Source: an optimization exercise on an open RTL-to-GDS flow (aim: small area). Production flows keep margins and buffers that such runs may drop.
The RTL was checked by simulation tests, not by an equivalence proof against the original design.
Power is estimated from default activity; no workload was simulated.

==> build 36 <==
## uart_16550
module uart_16550 (
    input         clk,
    input         rst,
    input         cs,
    input         wr,
    input  [2:0]  addr,
    input  [7:0]  wdata,
    output reg [7:0] rdata,
    output        irq,
    input         rx,
    output        tx,
    output        out1,
    output        out2
);
==> module baud_rate_generator, before the edit <==
module baud_rate_generator (
    input        clk,
    input        rst,
    input        load_div,
    input  [7:0] dll,
    input  [7:0] dlm,
    output reg   tick16,
    output       baud_tick
);
    reg [15:0] cnt;      
    reg [3:0]  sub;
    reg        loaded;
    wire [15:0] div = loaded ? {dlm, dll} : 16'd651;
    wire        hit = (cnt == 16'd1);
    always @(posedge clk or posedge rst) begin
        if (rst) begin
            cnt    <= 16'd651;
            sub    <= 4'd0;
            tick16 <= 1'b0;
            loaded <= 1'b0;
        end else begin
            if (load_div) loaded <= 1'b1;
            if (load_div)  cnt <= {dlm, dll};
            else if (hit)  cnt <= div;
            else           cnt <= cnt - 16'd1;
            tick16 <= ~load_div & hit;
            if (load_div)  sub <= 4'd0;
            else if (hit)  sub <= sub + 4'd1;
        end
    end
    assign baud_tick = tick16 & (sub == 4'd0);
endmodule
==> module tx, before the edit <==
module tx (
    input        clk,
    input        rst,
    input        baud_tick,
    input        fifo_empty,
    input  [7:0] fifo_dout,
    input  [7:0] lcr,
    output       pop,
    output       idle,
    output reg   stx
);
    localparam IDLE = 3'd0, START = 3'd1, DATA = 3'd2, PAR = 3'd3, STOP = 3'd4;
    reg [2:0] st;
    reg [2:0] bitc;
    reg [7:0] dat;
    reg       par;
    wire [2:0] last = {1'b1, lcr[1:0]};    
    assign idle = (st == IDLE);
    assign pop  = idle & ~fifo_empty;
    always @(posedge clk or posedge rst) begin
        if (rst) begin
            st  <= IDLE;
            par <= 1'b0;
        end else begin
            case (st)
                IDLE:  if (pop) st <= START;
                START: if (baud_tick) st <= DATA;
                DATA:  if (baud_tick && bitc == last) st <= lcr[3] ? PAR : STOP;
                PAR:   if (baud_tick) st <= STOP;
                STOP:  if (baud_tick) st <= IDLE;
                default: st <= st;
            endcase
            if (baud_tick && st == START && lcr[3])
                par <= lcr[4] ? ~^dat : ^dat;
        end
    end
    always @(posedge clk) begin
        if (pop) dat <= fifo_dout;
        if (baud_tick) begin
            if (st == START) bitc <= 3'd0;
            else if (st == DATA && bitc < last) bitc <= bitc + 3'd1;
        end
    end
    always @(*) begin
        case (st)
            START:   stx = 1'b0;
            DATA:    stx = dat[bitc];
            PAR:     stx = par;
            default: stx = 1'b1;
        endcase
    end
endmodule
==> module rx, before the edit <==
module rx (
    input            clk,
    input            rst,
    input            tick16,
    input            srx,
    input      [7:0] lcr,
    output     [7:0] sh,
    output reg       done,
    output reg       ferr
);
    localparam IDLE = 2'd0, START = 2'd1, DATA = 2'd2, STOP = 2'd3;
    reg [1:0] sync;
    reg [1:0] st;
    reg [3:0] os;
    reg [2:0] bitc;
    reg [4:0] sh_lo;    
    reg [2:0] sh_hi;
    wire s = sync[1];
    always @(posedge clk) sync <= {sync[0], srx};
    wire [2:0] last = {1'b1, lcr[1:0]};
    wire smp  = tick16 & (os == 4'd8);
    wire bend = tick16 & (os == 4'd15);
    assign sh = {sh_hi, sh_lo};
    always @(posedge clk or posedge rst) begin
        if (rst) begin
            st    <= IDLE;
            done  <= 1'b0;
            ferr  <= 1'b0;
            sh_hi <= 3'd0;
        end else begin
            done <= (st == STOP) & bend;
            ferr <= smp & (((st == START) & s) | ((st == STOP) & ~s));
            case (st)
                IDLE:  if (~s) st <= START;
                START: if (smp) st <= s ? IDLE : DATA;
                DATA:  if (bend && bitc == last) st <= STOP;
                STOP:  if (bend) st <= IDLE;
            endcase
            if (st == DATA && smp) begin
                if (bitc == 3'd5) sh_hi[0] <= s;
                if (bitc == 3'd6) sh_hi[1] <= s;
                if (bitc == 3'd7) sh_hi[2] <= s;
            end
        end
    end
    always @(posedge clk) begin
        if (st == IDLE) begin
            if (~s) os <= 4'd0;
        end else if (tick16) begin
            os <= (st == START && os == 4'd8 && ~s) ? 4'd0 : os + 4'd1;
        end
        if (st == START && smp && ~s) bitc <= 3'd0;
        else if (st == DATA && bend && bitc != last) bitc <= bitc + 3'd1;
        if (st == DATA && smp) begin
            if (bitc == 3'd0) sh_lo[0] <= s;
            if (bitc == 3'd1) sh_lo[1] <= s;
            if (bitc == 3'd2) sh_lo[2] <= s;
            if (bitc == 3'd3) sh_lo[3] <= s;
            if (bitc == 3'd4) sh_lo[4] <= s;
        end
    end
endmodule
clock: 10.0 ns
lec_check: 0
cap_margin: 20
core_margin: 2
core_utilization: 60
place_density: 0.75
slew_margin: 20
standard.sh (not shown) runs the stock make flow with config.mk's settings and CLKGATE_MAP_FILE= SYNTH_SCRIPT=/design/flow/synth_recipe.tcl, a recipe that flattens the netlist after the stock synthesis.
==> flow/flow/run.sh <==
#!/bin/bash
# Layout flow: the standard ORFS flow (standard.sh) with three changes.
#  1. Synthesis is synth_recipe.tcl unchanged except that Yosys's abc pass maps
#     the combinational logic with flow/area.abc, an area-oriented ABC script,
#     instead of ORFS's speed script. Registers are mapped before abc runs, so
#     they are the same cells with the same names as in the standard synthesis.
#  2. CTS uses clkbuf_16 only, with larger sink clusters, and no dummy loads.
#  3. The port buffers are buf_1 cells.
# Every tool's output goes to orfs/logs (ORFS's own per-step logs) and to
# flow.log in this folder.
set -euo pipefail
W=$(pwd)

{
  printf 'proc abc {args} {\n'
  printf '  set i [lsearch -exact $args -script]\n'
  printf '  if {$i >= 0} { lset args [expr {$i + 1}] %s }\n' "$W/flow/area.abc"
  printf '  yosys abc {*}$args\n'
  printf '}\n'
  cat synth_recipe.tcl
} > own_synth.tcl
sed "s#$W/synth_recipe.tcl#$W/own_synth.tcl#g" standard.sh > own_standard.sh
grep -q own_synth.tcl own_standard.sh

export CTS_ARGS="-sink_clustering_enable -repair_clock_nets -dont_use_dummy_load -buf_list sky130_fd_sc_hd__clkbuf_16 -sink_clustering_size 22 -sink_clustering_max_diameter 80"
export BUFFER_PORTS_ARGS="-buffer_cell sky130_fd_sc_hd__buf_1"

bash own_standard.sh > flow.log 2>&1
test -f out/final.def
==> flow/flow/area.abc <==
strash
dc2
dch -f
amap
==> build 32: changes against build 36 <==
--- a/flow/design.v
+++ b/flow/design.v
@@ -8,22 +8,20 @@
     output reg   tick16,
     output       baud_tick
 );
-    reg [15:0] cnt;      
+    reg [15:0] ncnt;     
     reg [3:0]  sub;
     reg        loaded;
-    wire [15:0] div = loaded ? {dlm, dll} : 16'd651;
-    wire        hit = (cnt == 16'd1);
-    always @(posedge clk or posedge rst) begin
-        if (rst) begin
-            cnt    <= 16'd651;
+    wire [15:0] div = (loaded | load_div) ? {dlm, dll} : 16'd651;
+    wire        hit = (ncnt == 16'hfffe);    
+    always @(posedge clk or posedge rst) begin
+        if (rst) begin
+            ncnt   <= ~16'd651;
             sub    <= 4'd0;
             tick16 <= 1'b0;
             loaded <= 1'b0;
         end else begin
             if (load_div) loaded <= 1'b1;
-            if (load_div)  cnt <= {dlm, dll};
-            else if (hit)  cnt <= div;
-            else           cnt <= cnt - 16'd1;
+            ncnt   <= (load_div | hit) ? ~div : ncnt + 16'd1;
             tick16 <= ~load_div & hit;
             if (load_div)  sub <= 4'd0;
             else if (hit)  sub <= sub + 4'd1;
@@ -143,10 +141,8 @@
     end
     always @(posedge clk) begin
         if (pop) dat <= fifo_dout;
-        if (baud_tick) begin
-            if (st == START) bitc <= 3'd0;
-            else if (st == DATA && bitc < last) bitc <= bitc + 3'd1;
-        end
+        if (st != DATA)                   bitc <= 3'd0;
+        else if (baud_tick && bitc < last) bitc <= bitc + 3'd1;
     end
     always @(*) begin
         case (st)
@@ -168,7 +164,7 @@
     output reg       done,
     output reg       ferr
 );
-    localparam IDLE = 2'd0, START = 2'd1, DATA = 2'd2, STOP = 2'd3;
+    localparam IDLE = 2'd0, START = 2'd3, DATA = 2'd2, STOP = 2'd1;
     reg [1:0] sync;
     reg [1:0] st;
     reg [3:0] os;
@@ -178,8 +174,8 @@
     wire s = sync[1];
     always @(posedge clk) sync <= {sync[0], srx};
     wire [2:0] last = {1'b1, lcr[1:0]};
-    wire smp  = tick16 & (os == 4'd8);
-    wire bend = tick16 & (os == 4'd15);
+    wire smp  = tick16 & (os == 4'd1);
+    wire bend = tick16 & (os == 4'd8);
     assign sh = {sh_hi, sh_lo};
     always @(posedge clk or posedge rst) begin
         if (rst) begin
@@ -189,10 +185,10 @@
             sh_hi <= 3'd0;
         end else begin
             done <= (st == STOP) & bend;
-            ferr <= smp & (((st == START) & s) | ((st == STOP) & ~s));
+            ferr <= ((st == START) & bend & s) | ((st == STOP) & smp & ~s);
             case (st)
                 IDLE:  if (~s) st <= START;
-                START: if (smp) st <= s ? IDLE : DATA;
+                START: if (bend) st <= s ? IDLE : DATA;
                 DATA:  if (bend && bitc == last) st <= STOP;
                 STOP:  if (bend) st <= IDLE;
             endcase
@@ -204,13 +200,10 @@
         end
     end
     always @(posedge clk) begin
-        if (st == IDLE) begin
-            if (~s) os <= 4'd0;
-        end else if (tick16) begin
-            os <= (st == START && os == 4'd8 && ~s) ? 4'd0 : os + 4'd1;
-        end
-        if (st == START && smp && ~s) bitc <= 3'd0;
-        else if (st == DATA && bend && bitc != last) bitc <= bitc + 3'd1;
+        if (st == IDLE)  os <= 4'd0;
+        else if (tick16) os <= os + 4'd1;
+        if (st != DATA)  bitc <= 3'd0;
+        else if (bend)   bitc <= bitc + 3'd1;
         if (st == DATA && smp) begin
             if (bitc == 3'd0) sh_lo[0] <= s;
             if (bitc == 3'd1) sh_lo[1] <= s;
--- a/flow/flow/run.sh
+++ b/flow/flow/run.sh
@@ -22,7 +22,7 @@
 sed "s#$W/synth_recipe.tcl#$W/own_synth.tcl#g" standard.sh > own_standard.sh
 grep -q own_synth.tcl own_standard.sh
 
-export CTS_ARGS="-sink_clustering_enable -repair_clock_nets -dont_use_dummy_load -buf_list sky130_fd_sc_hd__clkbuf_16 -sink_clustering_size 22 -sink_clustering_max_diameter 80"
+export CTS_ARGS="-sink_clustering_enable -repair_clock_nets -dont_use_dummy_load -buf_list sky130_fd_sc_hd__clkbuf_8 -sink_clustering_size 15 -sink_clustering_max_diameter 60"
 export BUFFER_PORTS_ARGS="-buffer_cell sky130_fd_sc_hd__buf_1"
 
 bash own_standard.sh > flow.log 2>&1
==> flow/flow/area.abc (replaced) <==
&get -n
&st
&syn2
&synch2
&put
dch -f
amap
==> trial 62: changes against build 36 <==
==> flow/run.sh (new file) <==
#!/bin/bash
# synth_recipe.tcl (not shown) runs the flow's synth.tcl, then flattens the netlist and writes it again
# the make line also repeats each setting of config.mk as NAME=value (left out here)
make -C /OpenROAD-flow-scripts/flow DESIGN_CONFIG=/design/flow/config.mk WORK_HOME=/design/flow/orfs CLKGATE_MAP_FILE= SYNTH_SCRIPT=/design/flow/synth_recipe.tcl finish
- CTS_BUF_LIST: unset -> sky130_fd_sc_hd__clkbuf_16
- CTS_CLUSTER_DIAMETER: unset -> 100
- CTS_CLUSTER_SIZE: unset -> 28
removed: flow/flow/run.sh
removed: flow/flow/area.abc
removed: flow/standard.sh
==> run summary <==
Clock skew: build 36 < trial 62 < build 32.
Of trial 62 and build 36, trial 62 has the higher register-to-register slack (gap 1.5 ns).
The highest routed wire length belongs to build 36, the lowest to trial 62.
Global-route usage: trial 62 < build 32 < build 36.

* * *

==> 06-03 <==
==> flow/design.v <==
`timescale 1ns / 1ps
module baud_rate_generator (
    input        clk,
    input        rst,
    input        load_div,
    input  [7:0] dll,
    input  [7:0] dlm,
    output reg   tick16,
    output       baud_tick
);
    reg [15:0] ncnt;     
    reg [3:0]  sub;
    reg        loaded;
    wire [15:0] div = (loaded | load_div) ? {dlm, dll} : 16'd651;
    wire        hit = (ncnt == 16'hfffe);    
    always @(posedge clk or posedge rst) begin
        if (rst) begin
            ncnt   <= ~16'd651;
            sub    <= 4'd0;
            tick16 <= 1'b0;
            loaded <= 1'b0;
        end else begin
            if (load_div) loaded <= 1'b1;
            ncnt   <= (load_div | hit) ? ~div : ncnt + 16'd1;
            tick16 <= ~load_div & hit;
            if (load_div)  sub <= 4'd0;
            else if (hit)  sub <= sub + 4'd1;
        end
    end
    assign baud_tick = tick16 & (sub == 4'd0);
endmodule
`timescale 1ns / 1ps
module fifo (
    input        clk,
    input        rst,
    input        wr_en,
    input        rd_en,
    input  [7:0] din,
    output [7:0] dout,
    output       full,
    output       empty
);
    reg [127:0] mem;
    reg [4:0]   head;
    assign empty = head[4];
    assign full  = (head == 5'd15);
    assign dout  = mem[head[3:0]*8 +: 8];
    wire do_wr = wr_en & ~full;
    wire do_rd = rd_en & ~empty;
    always @(posedge clk)
        if (do_wr) mem <= {mem[119:0], din};
    always @(posedge clk or posedge rst) begin
        if (rst)
            head <= 5'h1f;
        else if (do_wr & ~do_rd)
            head <= head + 5'd1;
        else if (do_rd & ~do_wr)
            head <= head - 5'd1;
    end
endmodule
`timescale 1ns / 1ps
module registers (
    input            clk,
    input            rst,
    input            cs,
    input            wr,
    input      [2:0] addr,
    input      [7:0] wdata,
    output reg [7:0] dll,
    output reg [7:0] dlm,
    output reg [7:0] ier,
    output reg [7:0] lcr,
    output reg [7:0] scr,
    output reg       write_thr,
    output reg       load_div,
    output reg       frst_tx,
    output reg       frst_rx
);
    wire dlab = lcr[7];
    wire wen  = cs & wr;
    always @(posedge clk or posedge rst) begin
        if (rst) begin
            dll <= 8'd0;
            dlm <= 8'd0;
            ier <= 8'd0;
            lcr <= 8'd0;
            scr <= 8'd0;
            write_thr <= 1'b0;
            load_div  <= 1'b0;
            frst_tx   <= 1'b0;
            frst_rx   <= 1'b0;
        end else begin
            write_thr <= wen & (addr == 3'd0) & ~dlab;
            load_div  <= wen & (addr[2:1] == 2'd0) & dlab;
            frst_rx   <= wen & (addr == 3'd2) & wdata[1];
            frst_tx   <= wen & (addr == 3'd2) & wdata[2];
            if (wen & (addr == 3'd0) & dlab)  dll <= wdata;
            if (wen & (addr == 3'd1) & dlab)  dlm <= wdata;
            if (wen & (addr == 3'd1) & ~dlab) ier <= wdata;
            if (wen & (addr == 3'd3))         lcr <= wdata;
            if (wen & (addr == 3'd7))         scr <= wdata;
        end
    end
endmodule
`timescale 1ns / 1ps
module tx (
    input        clk,
    input        rst,
    input        baud_tick,
    input        fifo_empty,
    input  [7:0] fifo_dout,
    input  [7:0] lcr,
    output       pop,
    output       idle,
    output reg   stx
);
    localparam IDLE = 3'd0, START = 3'd1, DATA = 3'd2, PAR = 3'd3, STOP = 3'd4;
    reg [2:0] st;
    reg [2:0] bitc;
    reg [7:0] dat;
    reg       par;
    wire [2:0] last = {1'b1, lcr[1:0]};    
    assign idle = (st == IDLE);
    assign pop  = idle & ~fifo_empty;
    always @(posedge clk or posedge rst) begin
        if (rst) begin
            st  <= IDLE;
            par <= 1'b0;
        end else begin
            case (st)
                IDLE:  if (pop) st <= START;
                START: if (baud_tick) st <= DATA;
                DATA:  if (baud_tick && bitc == last) st <= lcr[3] ? PAR : STOP;
                PAR:   if (baud_tick) st <= STOP;
                STOP:  if (baud_tick) st <= IDLE;
                default: st <= st;
            endcase
            if (baud_tick && st == START && lcr[3])
                par <= lcr[4] ? ~^dat : ^dat;
        end
    end
    always @(posedge clk) begin
        if (pop) dat <= fifo_dout;
        if (st != DATA)                   bitc <= 3'd0;
        else if (baud_tick && bitc < last) bitc <= bitc + 3'd1;
    end
    always @(*) begin
        case (st)
            START:   stx = 1'b0;
            DATA:    stx = dat[bitc];
            PAR:     stx = par;
            default: stx = 1'b1;
        endcase
    end
endmodule
`timescale 1ns / 1ps
module rx (
    input            clk,
    input            rst,
    input            tick16,
    input            srx,
    input      [7:0] lcr,
    output     [7:0] sh,
    output reg       done,
    output reg       ferr
);
    localparam IDLE = 2'd0, START = 2'd3, DATA = 2'd2, STOP = 2'd1;
    reg [1:0] sync;
    reg [1:0] st;
    reg [3:0] os;
    reg [2:0] bitc;
    reg [4:0] sh_lo;    
    reg [2:0] sh_hi;
    wire s = sync[1];
    always @(posedge clk) sync <= {sync[0], srx};
    wire [2:0] last = {1'b1, lcr[1:0]};
    wire smp  = tick16 & (os == 4'd1);
    wire bend = tick16 & (os == 4'd8);
    assign sh = {sh_hi, sh_lo};
    always @(posedge clk or posedge rst) begin
        if (rst) begin
            st    <= IDLE;
            done  <= 1'b0;
            ferr  <= 1'b0;
            sh_hi <= 3'd0;
        end else begin
            done <= (st == STOP) & bend;
            ferr <= ((st == START) & bend & s) | ((st == STOP) & smp & ~s);
            case (st)
                IDLE:  if (~s) st <= START;
                START: if (bend) st <= s ? IDLE : DATA;
                DATA:  if (bend && bitc == last) st <= STOP;
                STOP:  if (bend) st <= IDLE;
            endcase
            if (st == DATA && smp) begin
                if (bitc == 3'd5) sh_hi[0] <= s;
                if (bitc == 3'd6) sh_hi[1] <= s;
                if (bitc == 3'd7) sh_hi[2] <= s;
            end
        end
    end
    always @(posedge clk) begin
        if (st == IDLE)  os <= 4'd0;
        else if (tick16) os <= os + 4'd1;
        if (st != DATA)  bitc <= 3'd0;
        else if (bend)   bitc <= bitc + 3'd1;
        if (st == DATA && smp) begin
            if (bitc == 3'd0) sh_lo[0] <= s;
            if (bitc == 3'd1) sh_lo[1] <= s;
            if (bitc == 3'd2) sh_lo[2] <= s;
            if (bitc == 3'd3) sh_lo[3] <= s;
            if (bitc == 3'd4) sh_lo[4] <= s;
        end
    end
endmodule
`timescale 1ns / 1ps
module uart_16550 (
    input         clk,
    input         rst,
    input         cs,
    input         wr,
    input  [2:0]  addr,
    input  [7:0]  wdata,
    output reg [7:0] rdata,
    output        irq,
    input         rx,
    output        tx,
    output        out1,
    output        out2
);
    wire [7:0] dll, dlm, ier, lcr, scr;
    wire       write_thr, load_div, frst_tx, frst_rx;
    wire       tick16, baud_tick;
    wire [7:0] txf_dout, rxf_dout, rsh;
    wire       txf_full, txf_empty, rxf_full, rxf_empty;
    wire       tx_pop, tx_idle;
    wire       rx_done, ferr;
    reg        rxf_wr;
    wire dlab     = lcr[7];
    wire read_rbr = cs & ~wr & (addr == 3'd0) & ~dlab;
    registers reg_file (
        .clk(clk), .rst(rst), .cs(cs), .wr(wr), .addr(addr), .wdata(wdata),
        .dll(dll), .dlm(dlm), .ier(ier), .lcr(lcr), .scr(scr),
        .write_thr(write_thr), .load_div(load_div), .frst_tx(frst_tx), .frst_rx(frst_rx)
    );
    baud_rate_generator baud_gen (
        .clk(clk), .rst(rst), .load_div(load_div), .dll(dll), .dlm(dlm),
        .tick16(tick16), .baud_tick(baud_tick)
    );
    fifo tx_fifo (
        .clk(clk), .rst(rst | frst_tx),
        .wr_en(write_thr), .rd_en(tx_pop), .din(wdata),
        .dout(txf_dout), .full(txf_full), .empty(txf_empty)
    );
    always @(posedge clk or posedge rst)
        if (rst) rxf_wr <= 1'b0;
        else     rxf_wr <= rx_done;
    fifo rx_fifo (
        .clk(clk), .rst(rst | frst_rx),
        .wr_en(rxf_wr), .rd_en(read_rbr), .din(rsh),
        .dout(rxf_dout), .full(rxf_full), .empty(rxf_empty)
    );
    tx transmitter (
        .clk(clk), .rst(rst), .baud_tick(baud_tick),
        .fifo_empty(txf_empty), .fifo_dout(txf_dout), .lcr(lcr),
        .pop(tx_pop), .idle(tx_idle), .stx(tx)
    );
    rx receiver (
        .clk(clk), .rst(rst), .tick16(tick16), .srx(rx), .lcr(lcr),
        .sh(rsh), .done(rx_done), .ferr(ferr)
    );
    wire [7:0] lsr = {1'b0, tx_idle & txf_empty, tx_idle, ferr, 1'b0, 1'b0,
                      rxf_full & rx_done, ~rxf_empty};
    always @(*) begin
        rdata = 8'd0;
        if (cs & ~wr) begin
            case (addr)
                3'd0: rdata = dlab ? dll : (rxf_empty ? 8'd0 : rxf_dout);
                3'd1: rdata = dlab ? dlm : ier;
                3'd2: rdata = 8'h04;
                3'd3: rdata = lcr;
                3'd5: rdata = lsr;
                3'd7: rdata = scr;
                default: rdata = 8'd0;
            endcase
        end
    end
    assign irq  = ~rxf_empty & ier[0];
    assign out1 = 1'b0;
    assign out2 = 1'b0;
endmodule
==> flow/flow/run.sh <==
#!/bin/bash
# Layout flow: the standard ORFS flow (standard.sh) with three changes.
#  1. Synthesis is synth_recipe.tcl unchanged except that Yosys's abc pass maps
#     the combinational logic with flow/area.abc, an area-oriented ABC script,
#     instead of ORFS's speed script. Registers are mapped before abc runs, so
#     they are the same cells with the same names as in the standard synthesis.
#  2. CTS uses clkbuf_16 only, with larger sink clusters, and no dummy loads.
#  3. The port buffers are buf_1 cells.
# Every tool's output goes to orfs/logs (ORFS's own per-step logs) and to
# flow.log in this folder.
set -euo pipefail
W=$(pwd)

{
  printf 'proc abc {args} {\n'
  printf '  set i [lsearch -exact $args -script]\n'
  printf '  if {$i >= 0} { lset args [expr {$i + 1}] %s }\n' "$W/flow/area.abc"
  printf '  yosys abc {*}$args\n'
  printf '}\n'
  cat synth_recipe.tcl
} > own_synth.tcl
sed "s#$W/synth_recipe.tcl#$W/own_synth.tcl#g" standard.sh > own_standard.sh
grep -q own_synth.tcl own_standard.sh

export CTS_ARGS="-sink_clustering_enable -repair_clock_nets -dont_use_dummy_load -buf_list sky130_fd_sc_hd__clkbuf_8 -sink_clustering_size 22 -sink_clustering_max_diameter 55"
export BUFFER_PORTS_ARGS="-buffer_cell sky130_fd_sc_hd__buf_1"

bash own_standard.sh > flow.log 2>&1
test -f out/final.def
==> flow/flow/area.abc <==
&get -n
&st
&syn2
&synch2
&put
dch -f
amap
==> flow/standard.sh <==
#!/bin/bash
# synth_recipe.tcl (not shown) runs the flow's synth.tcl, then flattens the netlist and writes it again
# the make line also repeats each setting of config.mk as NAME=value (left out here)
make -C /OpenROAD-flow-scripts/flow DESIGN_CONFIG=/design/flow/config.mk WORK_HOME=/design/flow/orfs CLKGATE_MAP_FILE= SYNTH_SCRIPT=/design/flow/synth_recipe.tcl "${@:-finish}"
==> flow/config.mk <==
export PLATFORM = sky130hd
export DESIGN_NAME = uart_16550
export DESIGN_NICKNAME = uart_16550
export VERILOG_FILES = /design/flow/design.v
export SDC_FILE = /design/flow/constraint.sdc
export NUM_CORES = 4
export LEC_CHECK = 0
export CAP_MARGIN = 20
export CORE_MARGIN = 2
export CORE_UTILIZATION = 60
export PLACE_DENSITY = 0.75
export SLEW_MARGIN = 20
==> flow/constraint.sdc <==
create_clock -name core_clock -period 10.0 [get_ports {clk}]
set_input_delay 2.0000 -clock core_clock [delete_from_list [all_inputs] [get_ports {clk}]]
set_output_delay 2.0000 -clock core_clock [all_outputs]
set_load 0.01 [all_outputs]
==> inputs of 11-17, as changes to 06-03 <==
--- a/flow/design.v
+++ b/flow/design.v
@@ -8,20 +8,22 @@
     output reg   tick16,
     output       baud_tick
 );
-    reg [15:0] ncnt;     
+    reg [15:0] cnt;      
     reg [3:0]  sub;
     reg        loaded;
-    wire [15:0] div = (loaded | load_div) ? {dlm, dll} : 16'd651;
-    wire        hit = (ncnt == 16'hfffe);    
-    always @(posedge clk or posedge rst) begin
-        if (rst) begin
-            ncnt   <= ~16'd651;
+    wire [15:0] div = loaded ? {dlm, dll} : 16'd651;
+    wire        hit = (cnt == 16'd1);
+    always @(posedge clk or posedge rst) begin
+        if (rst) begin
+            cnt    <= 16'd651;
             sub    <= 4'd0;
             tick16 <= 1'b0;
             loaded <= 1'b0;
         end else begin
             if (load_div) loaded <= 1'b1;
-            ncnt   <= (load_div | hit) ? ~div : ncnt + 16'd1;
+            if (load_div)  cnt <= {dlm, dll};
+            else if (hit)  cnt <= div;
+            else           cnt <= cnt - 16'd1;
             tick16 <= ~load_div & hit;
             if (load_div)  sub <= 4'd0;
             else if (hit)  sub <= sub + 4'd1;
@@ -141,8 +143,10 @@
     end
     always @(posedge clk) begin
         if (pop) dat <= fifo_dout;
-        if (st != DATA)                   bitc <= 3'd0;
-        else if (baud_tick && bitc < last) bitc <= bitc + 3'd1;
+        if (baud_tick) begin
+            if (st == START) bitc <= 3'd0;
+            else if (st == DATA && bitc < last) bitc <= bitc + 3'd1;
+        end
     end
     always @(*) begin
         case (st)
@@ -164,7 +168,7 @@
     output reg       done,
     output reg       ferr
 );
-    localparam IDLE = 2'd0, START = 2'd3, DATA = 2'd2, STOP = 2'd1;
+    localparam IDLE = 2'd0, START = 2'd1, DATA = 2'd2, STOP = 2'd3;
     reg [1:0] sync;
     reg [1:0] st;
     reg [3:0] os;
@@ -174,8 +178,8 @@
     wire s = sync[1];
     always @(posedge clk) sync <= {sync[0], srx};
     wire [2:0] last = {1'b1, lcr[1:0]};
-    wire smp  = tick16 & (os == 4'd1);
-    wire bend = tick16 & (os == 4'd8);
+    wire smp  = tick16 & (os == 4'd8);
+    wire bend = tick16 & (os == 4'd15);
     assign sh = {sh_hi, sh_lo};
     always @(posedge clk or posedge rst) begin
         if (rst) begin
@@ -185,10 +189,10 @@
             sh_hi <= 3'd0;
         end else begin
             done <= (st == STOP) & bend;
-            ferr <= ((st == START) & bend & s) | ((st == STOP) & smp & ~s);
+            ferr <= smp & (((st == START) & s) | ((st == STOP) & ~s));
             case (st)
                 IDLE:  if (~s) st <= START;
-                START: if (bend) st <= s ? IDLE : DATA;
+                START: if (smp) st <= s ? IDLE : DATA;
                 DATA:  if (bend && bitc == last) st <= STOP;
                 STOP:  if (bend) st <= IDLE;
             endcase
@@ -200,10 +204,13 @@
         end
     end
     always @(posedge clk) begin
-        if (st == IDLE)  os <= 4'd0;
-        else if (tick16) os <= os + 4'd1;
-        if (st != DATA)  bitc <= 3'd0;
-        else if (bend)   bitc <= bitc + 3'd1;
+        if (st == IDLE) begin
+            if (~s) os <= 4'd0;
+        end else if (tick16) begin
+            os <= (st == START && os == 4'd8 && ~s) ? 4'd0 : os + 4'd1;
+        end
+        if (st == START && smp && ~s) bitc <= 3'd0;
+        else if (st == DATA && bend && bitc != last) bitc <= bitc + 3'd1;
         if (st == DATA && smp) begin
             if (bitc == 3'd0) sh_lo[0] <= s;
             if (bitc == 3'd1) sh_lo[1] <= s;
--- a/flow/flow/run.sh
+++ b/flow/flow/run.sh
@@ -22,7 +22,7 @@
 sed "s#$W/synth_recipe.tcl#$W/own_synth.tcl#g" standard.sh > own_standard.sh
 grep -q own_synth.tcl own_standard.sh
 
-export CTS_ARGS="-sink_clustering_enable -repair_clock_nets -dont_use_dummy_load -buf_list sky130_fd_sc_hd__clkbuf_8 -sink_clustering_size 22 -sink_clustering_max_diameter 55"
+export CTS_ARGS="-sink_clustering_enable -repair_clock_nets -dont_use_dummy_load -buf_list sky130_fd_sc_hd__clkbuf_8 -sink_clustering_size 14 -sink_clustering_max_diameter 60"
 export BUFFER_PORTS_ARGS="-buffer_cell sky130_fd_sc_hd__buf_1"
 
 bash own_standard.sh > flow.log 2>&1
==> flow/flow/area.abc (replaced) <==
strash
dc2
dch -f
amap
==> comparison table <==
                                                                            06-03                    11-17
Simple-gate portion of the synthesized area                                 7.21%                    6.57%
Power drawn by the clock network                                       0.000775 W               0.000714 W
Post-synthesis compound-gate area fraction                                  17.1%                    17.3%
Number of clock buffers inserted by TritonCTS                                  35                       30
Worst R2R Setup Slack                                                     5420 ps                  5090 ps
Arrival time at the worst endpoint                                        4160 ps                  3880 ps
Switching part of the total power                                           24.5%                    33.3%
Internal power                                                          0.00213 W                0.00238 W
Total Power                                                             0.00283 W                0.00357 W
Status                                                    complete, no violations  complete, no violations
Count of cells along the worst register-to-register path                       12                       11
Number of non-clock buffers                                                    37                       35
Worst IR drop on VDD                                                       153 uV                   157 uV
Non-CTS inverters                                                              81                      119
Clock-cell share of area                                                    3.02%                    2.58%
Net count, final                                                            1,189                    1,221
Post-layout instance count excluding filler cells                           1,468                    1,502
Clock Skew                                                                78.4 ps                  22.5 ps
Met3 Usage GRT                                                              3.72%                    4.49%
Period minus WS final                                                     6160 ps                  5880 ps
Actual transition at the worst max-transition pin                          996 ps                  1060 ps
Crit Path Max Fanout                                                           34                        9
Total Wirelength                                                        30,700 um                31,800 um
DIE AREA                                                               26,000 um2               26,300 um2

[afterwards: timing with drivers on the ports]
The results above use ideal ports. As a check the final layouts listed here were re-extracted and re-timed, cells and wires unchanged.
Step 1 (the two cells are an assumption about what drives the block):
set clk [get_ports {clk}]
set_driving_cell -lib_cell sky130_fd_sc_hd__clkbuf_16 $clk
set_driving_cell -lib_cell sky130_fd_sc_hd__buf_2 [delete_from_list [all_inputs] $clk]
Step 2, shift: input delay + t, output delay - t, t = (earliest + latest rising clock arrival at the registers) / 2. This alone moves slack from input paths to output paths.
a / b / c = ideal ports / drivers / drivers and shift; a / b = the first two.
| run | t (ns) | setup slack, ns | slew at the worst register clock pin (ns) | worst slew at a driven data input, ns |
|---|---|---|---|---|
| build 36 | 0.562 | 4.086 / 4.065 / 4.065 | 0.09 / 0.09 | 0.03 |
| build 32 | 0.625 | 3.904 / 3.856 / 4.031 | 0.10 / 0.10 | 0.04 |
| trial 62 | 0.548 | 3.128 / 3.107 / 3.107 | 0.11 / 0.11 | 0.05 |
| 06-03 | 0.574 | 3.845 / 3.799 / 4.025 | 0.12 / 0.12 | 0.04 |
| 11-17 | 0.627 | 4.118 / 4.096 / 4.096 | 0.10 / 0.10 | 0.03 |
After both steps setup and hold are still met in every run listed. For 11-17, which loses most, drivers alone change the setup slack by -0.022 ns; drivers and shift together by -0.022 ns.
